What follows belongs to an exercise in optimizing a design on an open flow for small area, a short achievable clock period and few clock cycles; a production flow would make more cautious choices. Where RTL was checked, it was by simulation tests only, not by an equivalence proof against the original. Power is estimated from default activity; no workload was simulated.

Setup of v6:
// demosaic
module demosaic(clk, reset, in_en, data_in, wr_r, addr_r, wdata_r, rdata_r, wr_g, addr_g, wdata_g, rdata_g, wr_b, addr_b, wdata_b, rdata_b, done);
input clk;
input reset;
input in_en;
input [7:0] data_in;
output reg wr_r;
output reg [13:0] addr_r;
output reg [7:0] wdata_r;
input [7:0] rdata_r;
output reg wr_g;
output reg [13:0] addr_g;
output reg [7:0] wdata_g;
input [7:0] rdata_g;
output reg wr_b;
output reg [13:0] addr_b;
output reg [7:0] wdata_b;
input [7:0] rdata_b;
output reg done;
localparam M_STREAM = 2'd0, M_LAST = 2'd1, M_POST = 2'd2;
reg [1:0] mode;
reg [13:0] pos;
reg pre;          
reg last;         
reg q0, q1, q2;   
reg [7:0] mo_p, mo_q, uo;    
reg [8:0] vr;                
reg [9:0] vm;                
reg [7:0] to_q, me_b;        
reg [8:0] p1, p2;            
reg [7:0] te;                
reg [8:0] w_a, w_b;          
wire [6:0] x = pos[13:7];
wire [6:0] y = pos[6:0];
wire is_r = ~x[0] &  y[0];
wire is_b =  x[0] & ~y[0];
wire is_g = ~(is_r | is_b);
wire [6:0] ym2 = y - 7'd2;
wire [6:0] xb  = x[0] ? x - 7'd2 : x + 7'd2;
wire [13:0] s_addr_r = {is_g ? xb : x, is_r ? y : ym2};
wire [13:0] s_addr_g = {is_b ? xb : x, is_g ? y : ym2};
wire [13:0] s_addr_b = {is_r ? xb : x, is_b ? y : ym2};
wire post = (mode == M_POST) & ~done;
wire [5:0] s  = pos[13:8];
wire [5:0] c6 = pos[5:0];
wire [5:0] sm = s + 6'd1;      
wire [5:0] smp1 = s + 6'd2;
wire [5:0] c6p1 = c6 + 6'd1;
wire [5:0] c6p2 = c6 + 6'd2;
wire fin = q1 & last & (s == 6'd62);
wire [8:0] rl = mo_p + mo_q;
wire [9:0] rd = vm + rdata_b;
wire [7:0] sum_r = q0 ? rl[8:1] : q1 ? vr[8:1] : rd[9:2];
wire [9:0] tg = p1 + p2;
wire [7:0] sum_g = tg[9:2];
wire [8:0] bl = te + rdata_r;
wire [9:0] bd = w_a + w_b;
wire [7:0] sum_b = q0 ? bl[8:1] : q1 ? bd[9:2] : w_b[8:1];
always @(posedge clk or posedge reset) begin
    if (reset) begin
        mode <= M_STREAM;
        done <= 1'b0;
    end else begin
        case (mode)
            M_STREAM: if (in_en && (&pos)) mode <= M_LAST;
            M_LAST:   mode <= M_POST;
            default:  if (post && fin) done <= 1'b1;
        endcase
    end
end
always @(posedge clk) begin
  ...
Size in the first run: about 1,100 cells after synthesis, roughly 190 flip-flops, about 110 I/O pins, roughly 10,000 µm² of cells after synthesis.
==> module demosaic, before the edit <==
module demosaic(clk, reset, in_en, data_in, wr_r, addr_r, wdata_r, rdata_r, wr_g, addr_g, wdata_g, rdata_g, wr_b, addr_b, wdata_b, rdata_b, done);
input clk;
input reset;
input in_en;
input [7:0] data_in;
output reg wr_r;
output reg [13:0] addr_r;
output reg [7:0] wdata_r;
input [7:0] rdata_r;
output reg wr_g;
output reg [13:0] addr_g;
output reg [7:0] wdata_g;
input [7:0] rdata_g;
output reg wr_b;
output reg [13:0] addr_b;
output reg [7:0] wdata_b;
input [7:0] rdata_b;
output reg done;
localparam M_STREAM = 2'd0, M_LAST = 2'd1, M_POST = 2'd2;
reg [1:0] mode;
reg [13:0] pos;
reg pre;          
reg last;         
reg q0, q1, q2;   
reg [7:0] mo_p, mo_q, uo;    
reg [8:0] vr;                
reg [9:0] vm;                
reg [7:0] to_q, me_b;        
reg [8:0] p1, p2;            
reg [7:0] te;                
reg [8:0] w_a, w_b;          
wire [6:0] x = pos[13:7];
wire [6:0] y = pos[6:0];
wire is_r = ~x[0] &  y[0];
wire is_b =  x[0] & ~y[0];
wire is_g = ~(is_r | is_b);
wire [6:0] ym2 = y - 7'd2;
wire [6:0] xb  = x[0] ? x - 7'd2 : x + 7'd2;
wire [13:0] s_addr_r = {is_g ? xb : x, is_r ? y : ym2};
wire [13:0] s_addr_g = {is_b ? xb : x, is_g ? y : ym2};
wire [13:0] s_addr_b = {is_r ? xb : x, is_b ? y : ym2};
wire post = (mode == M_POST) & ~done;
wire [5:0] s  = pos[13:8];
wire [5:0] c6 = pos[5:0];
wire [5:0] sm = s + 6'd1;      
wire [5:0] smp1 = s + 6'd2;
wire [5:0] c6p1 = c6 + 6'd1;
wire [5:0] c6p2 = c6 + 6'd2;
wire fin = q1 & last & (s == 6'd62);
wire [8:0] rl = mo_p + mo_q;
wire [9:0] rd = vm + rdata_b;
wire [7:0] sum_r = q0 ? rl[8:1] : q1 ? vr[8:1] : rd[9:2];
wire [9:0] tg = p1 + p2;
wire [7:0] sum_g = tg[9:2];
wire [8:0] bl = te + rdata_r;
wire [9:0] bd = w_a + w_b;
wire [7:0] sum_b = q0 ? bl[8:1] : q1 ? bd[9:2] : w_b[8:1];
always @(posedge clk or posedge reset) begin
    if (reset) begin
        mode <= M_STREAM;
        done <= 1'b0;
    end else begin
        case (mode)
            M_STREAM: if (in_en && (&pos)) mode <= M_LAST;
            M_LAST:   mode <= M_POST;
            default:  if (post && fin) done <= 1'b1;
        endcase
    end
end
always @(posedge clk) begin
    if (reset) begin
        pos <= 14'd0;
        wr_r <= 1'b0; wr_g <= 1'b0; wr_b <= 1'b0;
    end else if (mode == M_STREAM) begin
        wr_r <= in_en; wr_g <= in_en; wr_b <= in_en;
        if (in_en) pos <= pos + 14'd1;
    end else if (mode == M_LAST) begin
        wr_r <= 1'b0; wr_g <= 1'b0; wr_b <= 1'b0;
        pos <= {6'd63, 2'd0, 6'd63};
        pre <= 1'b0; last <= 1'b1;
        q0 <= 1'b0; q1 <= 1'b1; q2 <= 1'b0;
    end else if (post) begin
        q0 <= q2 | (q1 & last);
        q1 <= q0;
        q2 <= q1 & ~last;
        if (q1 & last) begin
            pos[13:8] <= sm; pre <= 1'b1; last <= 1'b0;
        end
        if (q2) begin
            pre <= 1'b0; pos[5:0] <= c6p1; last <= (c6 == 6'd62);
        end
        wr_r <= (q0 & ~pre) | (q1 & ~last & ~pre) | q2;
        wr_g <= (q0 & ~pre & ~last) | q2;
        wr_b <= (q0 & ~pre & ~last) | (q1 & ~last & ~pre) | q2;
    end else begin
        wr_r <= 1'b0; wr_g <= 1'b0; wr_b <= 1'b0;
    end
end
always @(posedge clk) begin
    if (q0) te <= rdata_r;
    if (q1) begin
        mo_p <= mo_q; mo_q <= rdata_g;
        to_q <= rdata_b;
    end
    if (q2) uo <= rdata_b;
    if (q2 | (q1 & last)) me_b <= rdata_g;
end
always @(posedge clk) begin
    w_b <= q0 ? rdata_r + rdata_g : w_b;
    w_a <= w_b;                         
    vr  <= uo + mo_q;                   
    vm  <= vr + rdata_g;                
    p1  <= me_b + to_q;                 
    p2  <= rdata_r + (q1 ? rdata_b : rdata_g);
end
always @(posedge clk) begin
    if (mode == M_STREAM) begin
        addr_r <= s_addr_r; addr_g <= s_addr_g; addr_b <= s_addr_b;
        wdata_r <= data_in; wdata_g <= data_in; wdata_b <= data_in;
    end else begin
        if (q0 | mode[0]) begin
            addr_r <= {sm, 1'b0, c6, 1'b0};
            addr_g <= mode[0] ? {7'd2, 7'd0} : last ? {smp1, 8'd0} : {sm, 1'b0, c6, 1'b1};
            addr_b <= {s, 1'b1, c6, 1'b1};
        end else if (q1 & ~last) begin
            addr_r <= {s, 1'b1, c6, 1'b1};
            addr_g <= {sm, 1'b0, c6p2, 1'b0};
            addr_b <= {sm, 1'b0, c6, 1'b1};
        end else begin
            addr_r <= {q2 ? s : sm, 1'b1, q2 ? c6p1 : c6, 1'b0};
            addr_g <= {q2 ? s : sm, 1'b1, q2 ? c6p1 : c6, 1'b0};
            addr_b <= {sm, 1'b0, c6p1, 1'b0};
        end
        wdata_r <= sum_r; wdata_g <= sum_g; wdata_b <= sum_b;
    end
end
endmodule
==> flow/config.mk <==
export PLATFORM = sky130hd
export DESIGN_NAME = demosaic
export DESIGN_NICKNAME = demosaic
export VERILOG_FILES = /design/flow/design.v
export SDC_FILE = /design/flow/constraint.sdc
export NUM_CORES = 4
export LEC_CHECK = 0
export ABC_CLOCK_PERIOD_IN_PS = 2500
export CAP_MARGIN = 20
export CORE_MARGIN = 2
export CORE_UTILIZATION = 40
export SETUP_SLACK_MARGIN = 3
export SLEW_MARGIN = 20
==> flow/constraint.sdc <==
create_clock -name core_clock -period 5.5 [get_ports {clk}]
set_input_delay 1.1000 -clock core_clock [delete_from_list [all_inputs] [get_ports {clk}]]
set_output_delay 1.1000 -clock core_clock [all_outputs]
set_load 0.01 [all_outputs]
standard.sh (not shown) runs the stock make flow with config.mk's settings and CLKGATE_MAP_FILE= SYNTH_SCRIPT=/design/flow/synth_recipe.tcl, a recipe that flattens the netlist after the stock synthesis.
==> flow/flow/run.sh <==
#!/bin/bash
# Standard layout, but with small port buffers instead of the delay-cell
# default that buffer_ports picks.
cp standard.sh standard_sh_copy.log
export BUFFER_PORTS_ARGS="-buffer_cell sky130_fd_sc_hd__buf_1"
bash standard.sh > standard.log 2>&1
Testbench counts of v6, summed over its fixed seeds: cycles 457,760.
The inputs of v7 differ from those of v6 as listed below.
diff --git a/flow/design.v b/flow/design.v
--- a/flow/design.v
+++ b/flow/design.v
@@ -20,13 +20,12 @@
 reg [1:0] mode;
 reg [13:0] pos;
 reg pre;          
 reg last;         
 reg q0, q1, q2;   
 reg [7:0] mo_p, mo_q, uo;    
-reg [8:0] vr;                
 reg [9:0] vm;                
 reg [7:0] to_q, me_b;        
 reg [8:0] p1, p2;            
 reg [7:0] te;                
 reg [8:0] w_a, w_b;          
 wire [6:0] x = pos[13:7];
@@ -44,15 +43,15 @@
 wire [5:0] c6 = pos[5:0];
 wire [5:0] sm = s + 6'd1;      
 wire [5:0] smp1 = s + 6'd2;
 wire [5:0] c6p1 = c6 + 6'd1;
 wire [5:0] c6p2 = c6 + 6'd2;
 wire fin = q1 & last & (s == 6'd62);
-wire [8:0] rl = mo_p + mo_q;
+wire [8:0] ra = (q0 ? mo_p : uo) + mo_q;
 wire [9:0] rd = vm + rdata_b;
-wire [7:0] sum_r = q0 ? rl[8:1] : q1 ? vr[8:1] : rd[9:2];
+wire [7:0] sum_r = q2 ? rd[9:2] : ra[8:1];
 wire [9:0] tg = p1 + p2;
 wire [7:0] sum_g = tg[9:2];
 wire [8:0] bl = te + rdata_r;
 wire [9:0] bd = w_a + w_b;
 wire [7:0] sum_b = q0 ? bl[8:1] : q1 ? bd[9:2] : w_b[8:1];
 always @(posedge clk or posedge reset) begin
@@ -94,27 +93,31 @@
         wr_b <= (q0 & ~pre & ~last) | (q1 & ~last & ~pre) | q2;
     end else begin
         wr_r <= 1'b0; wr_g <= 1'b0; wr_b <= 1'b0;
     end
 end
 always @(posedge clk) begin
-    if (q0) te <= rdata_r;
+    if (q0) begin
+        te <= rdata_r;
+        w_b <= rdata_r + rdata_g;
+    end
     if (q1) begin
         mo_p <= mo_q; mo_q <= rdata_g;
+        vm <= ra + rdata_g;
         to_q <= rdata_b;
+        if (last) me_b <= rdata_g;
     end
-    if (q2) uo <= rdata_b;
-    if (q2 | (q1 & last)) me_b <= rdata_g;
-end
-always @(posedge clk) begin
-    w_b <= q0 ? rdata_r + rdata_g : w_b;
-    w_a <= w_b;                         
-    vr  <= uo + mo_q;                   
-    vm  <= vr + rdata_g;                
-    p1  <= me_b + to_q;                 
-    p2  <= rdata_r + (q1 ? rdata_b : rdata_g);
+    if (q2) begin
+        uo <= rdata_b;
+        me_b <= rdata_g;
+        w_a <= w_b;
+    end
+    if (q1 | q2) begin
+        p1 <= me_b + to_q;
+        p2 <= rdata_r + (q1 ? rdata_b : rdata_g);
+    end
 end
 always @(posedge clk) begin
     if (mode == M_STREAM) begin
         addr_r <= s_addr_r; addr_g <= s_addr_g; addr_b <= s_addr_b;
         wdata_r <= data_in; wdata_g <= data_in; wdata_b <= data_in;
     end else begin
==> results.txt <==
v7 against v6: number of flip-flops and latches shows a reduction of about 4.6%; number of instances in the synthesized netlist shows a reduction of 28.
Routed length on met2 ended up 290 µm higher on v7 than on v6.
| area growth from synthesis to layout | v7 vs v6 | 3.1 points higher |
Sum of routed wire segments on met1: v7 vs v6 up about 3.6%
NOTE number of clock sinks v6->v7 decreased by a few percent
Summary of v7 over v6: minimum hold slack now sits higher, transition at the pin with the smallest max-transition slack shows a reduction of 83 ps.
v6 → v7: multi-input logic portion of the cell area saw a decrease; post-synthesis share of cell area spent on full adders, half adders and majority gates saw a decrease; routed wire length saw an increase.
v7 falls short of v6 in cell area.
No functional check of the RTL was part of v7.

========
Setup of job 282:
demosaic, a different RTL version from the one above (not shown whole).
Size in the first run: ~960 cells after synthesis, ~190 flip-flops, roughly 110 I/O pins, roughly 9900 um^2 of cells after synthesis.
==> module demosaic, before the edit <==
module demosaic(clk, reset, in_en, data_in, wr_r, addr_r, wdata_r, rdata_r, wr_g, addr_g, wdata_g, rdata_g, wr_b, addr_b, wdata_b, rdata_b, done);
input clk;
input reset;
input in_en;
input [7:0] data_in;
output reg wr_r;
output reg [13:0] addr_r;
output reg [7:0] wdata_r;
input [7:0] rdata_r;
output reg wr_g;
output reg [13:0] addr_g;
output reg [7:0] wdata_g;
input [7:0] rdata_g;
output reg wr_b;
output reg [13:0] addr_b;
output reg [7:0] wdata_b;
input [7:0] rdata_b;
output reg done;
localparam M_STREAM = 2'd0, M_LAST = 2'd1, M_POST = 2'd2;
reg [1:0] mode;
reg [13:0] pos;
reg pre;          
reg last;         
reg q0, q1, q2;   
reg [7:0] mo_p, mo_q, uo;    
reg [8:0] vr;                
reg [9:0] vm;                
reg [7:0] to_q, me_b;        
reg [8:0] p1, p2;            
reg [7:0] te;                
reg [8:0] w_a, w_b;          
wire stream = (mode == M_STREAM);
wire [5:0] rb = pos[13:8];
wire [5:0] cb = pos[6:1];
wire [5:0] radj = rb + (pos[7] ? 6'h3f : 6'h01);
wire [5:0] cadj = cb + (stream ? 6'h3f : 6'h01);
wire [5:0] c6p2 = cb + 6'd2;
wire is_r = ~pos[7] &  pos[0];
wire is_b =  pos[7] & ~pos[0];
wire is_g = ~(is_r | is_b);
wire post = (mode == M_POST) & ~done;
wire [5:0] s  = rb;
wire [5:0] c6 = cb;
wire [5:0] sm = radj;          
wire fin = q1 & last & (s == 6'd63);    
wire [8:0] rl = mo_p + mo_q;
wire [9:0] rd = vm + rdata_b;
wire [7:0] sum_r = q0 ? rl[8:1] : q1 ? vr[8:1] : rd[9:2];
wire [9:0] tg = p1 + p2;
wire [7:0] sum_g = tg[9:2];
wire [8:0] bl = te + rdata_r;
wire [9:0] bd = w_a + w_b;
wire [7:0] sum_b = q0 ? bl[8:1] : q1 ? bd[9:2] : w_b[8:1];
always @(posedge clk or posedge reset) begin
    if (reset) begin
        mode <= M_STREAM;
        done <= 1'b0;
    end else begin
        case (mode)
            M_STREAM: if (in_en && (&pos)) mode <= M_LAST;
            M_LAST:   mode <= M_POST;
            default:  if (post && fin) done <= 1'b1;
        endcase
    end
end
always @(posedge clk) begin
    if (reset) begin
        pos <= 14'd0;
        wr_r <= 1'b0; wr_g <= 1'b0; wr_b <= 1'b0;
    end else if (mode == M_STREAM) begin
        wr_r <= in_en; wr_g <= in_en; wr_b <= in_en;
        if (in_en) pos <= pos + 14'd1;
    end else if (mode == M_LAST) begin
        wr_r <= 1'b0; wr_g <= 1'b0; wr_b <= 1'b0;
        pos <= {6'd0, 1'b0, 6'd63, 1'b0};
        pre <= 1'b1; last <= 1'b0;
        q0 <= 1'b1; q1 <= 1'b0; q2 <= 1'b0;
    end else if (post) begin
        q0 <= q2 | (q1 & last);
        q1 <= q0;
        q2 <= q1 & ~last;
        if (q0 & last) pos[13:8] <= sm;        
        if (q1 & last) begin
            pre <= 1'b1; last <= 1'b0;
        end
        if (q2) begin
            pre <= 1'b0; pos[6:1] <= cadj; last <= (c6 == 6'd62);
        end
        wr_r <= (q0 & ~pre) | (q1 & ~last & ~pre) | q2;
        wr_g <= (q0 & ~pre & ~last) | q2;
        wr_b <= (q0 & ~pre & ~last) | (q1 & ~last & ~pre) | q2;
    end else begin
        wr_r <= 1'b0; wr_g <= 1'b0; wr_b <= 1'b0;
    end
end
always @(posedge clk) begin
    if (q0) te <= rdata_r;
    if (q1) begin
        mo_p <= mo_q; mo_q <= rdata_g;
        to_q <= rdata_b;
    end
    if (q2) uo <= rdata_b;
    if (q2) me_b <= rdata_g;
    else if (q0 & pre) me_b <= rdata_b;    
end
always @(posedge clk) begin
    w_b <= q0 ? rdata_r + rdata_g : w_b;
    w_a <= w_b;                         
    vr  <= uo + mo_q;                   
    vm  <= vr + rdata_g;                
    p1  <= me_b + to_q;                 
    p2  <= rdata_r + (q1 ? rdata_b : rdata_g);
end
reg ra_r, ra_g, c_r, c_g, c_b;       
reg ra_b;
reg c2_g;                            
reg r0_r, r0_g, r0_b, k0_r, k0_g, k0_b;    
always @(*) begin
    if (stream) begin
        ra_r = is_g; ra_g = is_b; ra_b = is_r;
        c_r = ~is_r; c_g = ~is_g; c_b = ~is_b; c2_g = 1'b0;
        r0_r = pos[7]; r0_g = pos[7]; r0_b = pos[7];
        k0_r = pos[0]; k0_g = pos[0]; k0_b = pos[0];
    end else if (q0) begin           
        ra_r = 1'b1; ra_g = 1'b1; ra_b = 1'b0;
        c_r = 1'b0; c_g = 1'b0; c_b = 1'b0; c2_g = 1'b0;
        r0_r = 1'b0; r0_g = 1'b0; r0_b = 1'b1;
        k0_r = 1'b0; k0_g = 1'b1; k0_b = 1'b1;
    end else if (q1 & ~last) begin   
        ra_r = 1'b0; ra_g = 1'b1; ra_b = 1'b1;
        c_r = 1'b0; c_g = 1'b0; c_b = 1'b0; c2_g = 1'b1;
        r0_r = 1'b1; r0_g = 1'b0; r0_b = 1'b0;
        k0_r = 1'b1; k0_g = 1'b0; k0_b = 1'b1;
    end else if (q2) begin           
        ra_r = 1'b0; ra_g = 1'b0; ra_b = 1'b1;
        c_r = 1'b1; c_g = 1'b1; c_b = 1'b1; c2_g = 1'b0;
        r0_r = 1'b1; r0_g = 1'b1; r0_b = 1'b0;
        k0_r = 1'b0; k0_g = 1'b0; k0_b = 1'b0;
    end else begin                   
        ra_r = 1'b0; ra_g = 1'b0; ra_b = 1'b1;
        c_r = 1'b0; c_g = 1'b0; c_b = 1'b0; c2_g = 1'b0;
        r0_r = 1'b1; r0_g = 1'b1; r0_b = 1'b0;
        k0_r = 1'b0; k0_g = 1'b0; k0_b = 1'b0;
    end
end
always @(posedge clk) begin
    if (mode[0]) begin
        addr_r <= {7'd1, 7'd126}; addr_g <= {7'd1, 7'd126}; addr_b <= {7'd2, 7'd126};
    end else begin
        addr_r <= {ra_r ? radj : rb, r0_r, c_r ? cadj : cb, k0_r};
        addr_g <= {ra_g ? radj : rb, r0_g, c2_g ? c6p2 : c_g ? cadj : cb, k0_g};
        addr_b <= {ra_b ? radj : rb, r0_b, c_b ? cadj : cb, k0_b};
    end
    if (stream) begin
        wdata_r <= data_in; wdata_g <= data_in; wdata_b <= data_in;
    end else begin
        wdata_r <= sum_r; wdata_g <= sum_g; wdata_b <= sum_b;
    end
end
endmodule
Settings: LEC_CHECK=0, CAP_MARGIN=20, CORE_MARGIN=2, CORE_UTILIZATION=50, CTS_BUF_LIST=sky130_fd_sc_hd__clkbuf_8, SETUP_SLACK_MARGIN=3.2, SLEW_MARGIN=20; clock period 5.5 ns.
Scripts as last shown in full above: flow/flow/run.sh
Inputs modified between job 282 and job 7500:
diff --git a/flow/design.v b/flow/design.v
--- a/flow/design.v
+++ b/flow/design.v
@@ -33,18 +33,19 @@
 wire [5:0] rb = pos[13:8];
 wire [5:0] cb = pos[6:1];
 wire [5:0] radj = rb + (pos[7] ? 6'h3f : 6'h01);
 wire [5:0] cadj = cb + (stream ? 6'h3f : 6'h01);
 wire [5:0] c6p2 = cb + 6'd2;
+wire [5:0] smp1 = rb + 6'd2;
 wire is_r = ~pos[7] &  pos[0];
 wire is_b =  pos[7] & ~pos[0];
 wire is_g = ~(is_r | is_b);
 wire post = (mode == M_POST) & ~done;
 wire [5:0] s  = rb;
 wire [5:0] c6 = cb;
 wire [5:0] sm = radj;          
-wire fin = q1 & last & (s == 6'd63);    
+wire fin = q1 & last & (s == 6'd62);
 wire [8:0] rl = mo_p + mo_q;
 wire [9:0] rd = vm + rdata_b;
 wire [7:0] sum_r = q0 ? rl[8:1] : q1 ? vr[8:1] : rd[9:2];
 wire [9:0] tg = p1 + p2;
 wire [7:0] sum_g = tg[9:2];
@@ -77,13 +78,12 @@
         q0 <= 1'b1; q1 <= 1'b0; q2 <= 1'b0;
     end else if (post) begin
         q0 <= q2 | (q1 & last);
         q1 <= q0;
         q2 <= q1 & ~last;
-        if (q0 & last) pos[13:8] <= sm;        
         if (q1 & last) begin
-            pre <= 1'b1; last <= 1'b0;
+            pos[13:8] <= sm; pre <= 1'b1; last <= 1'b0;
         end
         if (q2) begin
             pre <= 1'b0; pos[6:1] <= cadj; last <= (c6 == 6'd62);
         end
         wr_r <= (q0 & ~pre) | (q1 & ~last & ~pre) | q2;
@@ -110,36 +110,36 @@
     vm  <= vr + rdata_g;                
     p1  <= me_b + to_q;                 
     p2  <= rdata_r + (q1 ? rdata_b : rdata_g);
 end
 reg ra_r, ra_g, c_r, c_g, c_b;       
-reg ra_b;
+reg [1:0] ra_b;                      
 reg c2_g;                            
 reg r0_r, r0_g, r0_b, k0_r, k0_g, k0_b;    
 always @(*) begin
     if (stream) begin
-        ra_r = is_g; ra_g = is_b; ra_b = is_r;
+        ra_r = is_g; ra_g = is_b; ra_b = {1'b0, is_r};
         c_r = ~is_r; c_g = ~is_g; c_b = ~is_b; c2_g = 1'b0;
         r0_r = pos[7]; r0_g = pos[7]; r0_b = pos[7];
         k0_r = pos[0]; k0_g = pos[0]; k0_b = pos[0];
     end else if (q0) begin           
-        ra_r = 1'b1; ra_g = 1'b1; ra_b = 1'b0;
+        ra_r = 1'b1; ra_g = 1'b1; ra_b = 2'd0;
         c_r = 1'b0; c_g = 1'b0; c_b = 1'b0; c2_g = 1'b0;
         r0_r = 1'b0; r0_g = 1'b0; r0_b = 1'b1;
         k0_r = 1'b0; k0_g = 1'b1; k0_b = 1'b1;
     end else if (q1 & ~last) begin   
-        ra_r = 1'b0; ra_g = 1'b1; ra_b = 1'b1;
+        ra_r = 1'b0; ra_g = 1'b1; ra_b = 2'd1;
         c_r = 1'b0; c_g = 1'b0; c_b = 1'b0; c2_g = 1'b1;
         r0_r = 1'b1; r0_g = 1'b0; r0_b = 1'b0;
         k0_r = 1'b1; k0_g = 1'b0; k0_b = 1'b1;
     end else if (q2) begin           
-        ra_r = 1'b0; ra_g = 1'b0; ra_b = 1'b1;
+        ra_r = 1'b0; ra_g = 1'b0; ra_b = 2'd1;
         c_r = 1'b1; c_g = 1'b1; c_b = 1'b1; c2_g = 1'b0;
         r0_r = 1'b1; r0_g = 1'b1; r0_b = 1'b0;
         k0_r = 1'b0; k0_g = 1'b0; k0_b = 1'b0;
     end else begin                   
-        ra_r = 1'b0; ra_g = 1'b0; ra_b = 1'b1;
+        ra_r = 1'b1; ra_g = 1'b1; ra_b = 2'd2;
         c_r = 1'b0; c_g = 1'b0; c_b = 1'b0; c2_g = 1'b0;
         r0_r = 1'b1; r0_g = 1'b1; r0_b = 1'b0;
         k0_r = 1'b0; k0_g = 1'b0; k0_b = 1'b0;
     end
 end
@@ -147,11 +147,11 @@
     if (mode[0]) begin
         addr_r <= {7'd1, 7'd126}; addr_g <= {7'd1, 7'd126}; addr_b <= {7'd2, 7'd126};
     end else begin
         addr_r <= {ra_r ? radj : rb, r0_r, c_r ? cadj : cb, k0_r};
         addr_g <= {ra_g ? radj : rb, r0_g, c2_g ? c6p2 : c_g ? cadj : cb, k0_g};
-        addr_b <= {ra_b ? radj : rb, r0_b, c_b ? cadj : cb, k0_b};
+        addr_b <= {ra_b[1] ? smp1 : ra_b[0] ? radj : rb, r0_b, c_b ? cadj : cb, k0_b};
     end
     if (stream) begin
         wdata_r <= data_in; wdata_g <= data_in; wdata_b <= data_in;
     end else begin
         wdata_r <= sum_r; wdata_g <= sum_g; wdata_b <= sum_b;
==> results.txt <==
- Against job 282, job 7500 comes in about 3.7% higher on number of filler cells placed in the layout.
- Simple-gate area share of the yosys netlist of job 7500 is on par with job 282.
- The global-route usage in job 7500 sits 0.68 points above the value recorded for job 282.
- As far as power attributed to combinational cells is concerned, job 282 and job 7500 perform about the same.
- Lower total power was reported by job 7500, not job 282.
- Going from job 282 to job 7500, fmax up about 5%, met1 usage in global routing up 2.0 points, number of sequential storage elements flat.
- Taking job 282 as the reference, in job 7500 power density relative to cell area went down by 2.1 nW/um^2; number of buffers and inverters on the critical path went up by 1; worst endpoint required time went up by 30 ps; core utilization went down by 0.36 points.
- | setup slack after layout | job 7500 vs job 282 | better |
- Re detailed placement HPWL: job 7500 is 620 um up on job 282.
Testbench counts of job 7500, summed over its fixed seeds: cycles 457,744.
No functional check of the RTL was part of job 282.

-- separate check: timing with driven ports --
How much do the figures lean on ideal ports? The routed layouts below were timed once more, with nothing changed but the port constraints. Step 1, drivers: a clkbuf_16 drives clk and a buf_2 each remaining input, both assumed. Step 2 times the ports against the registers' clock, not the clock port: input delays grow and output delays shrink by t, the midpoint of the rising clock arrivals with the driver on. Three values: ideal, step 1, step 2; two values: the first two.
run | t (ns) | setup WS [ns] | worst setup path at the end | slew at the worst register clock pin (ns)
v6 | 0.482 | 3.044 / 3.043 / 2.561 | input to register | 0.08 / 0.08
v7 | 0.479 | 2.430 / 2.430 / 2.430 | register to register | 0.08 / 0.08
job 282 | 0.499 | 3.077 / 3.068 / 2.569 | input to register | 0.10 / 0.10
job 7500 | 0.508 | 3.198 / 3.217 / 2.708 | input to register | 0.10 / 0.10
After both steps every run listed still meets setup and hold. The setup slack of job 282, which loses most, moves by -0.009 ns with the drivers and by -0.508 ns with both steps.
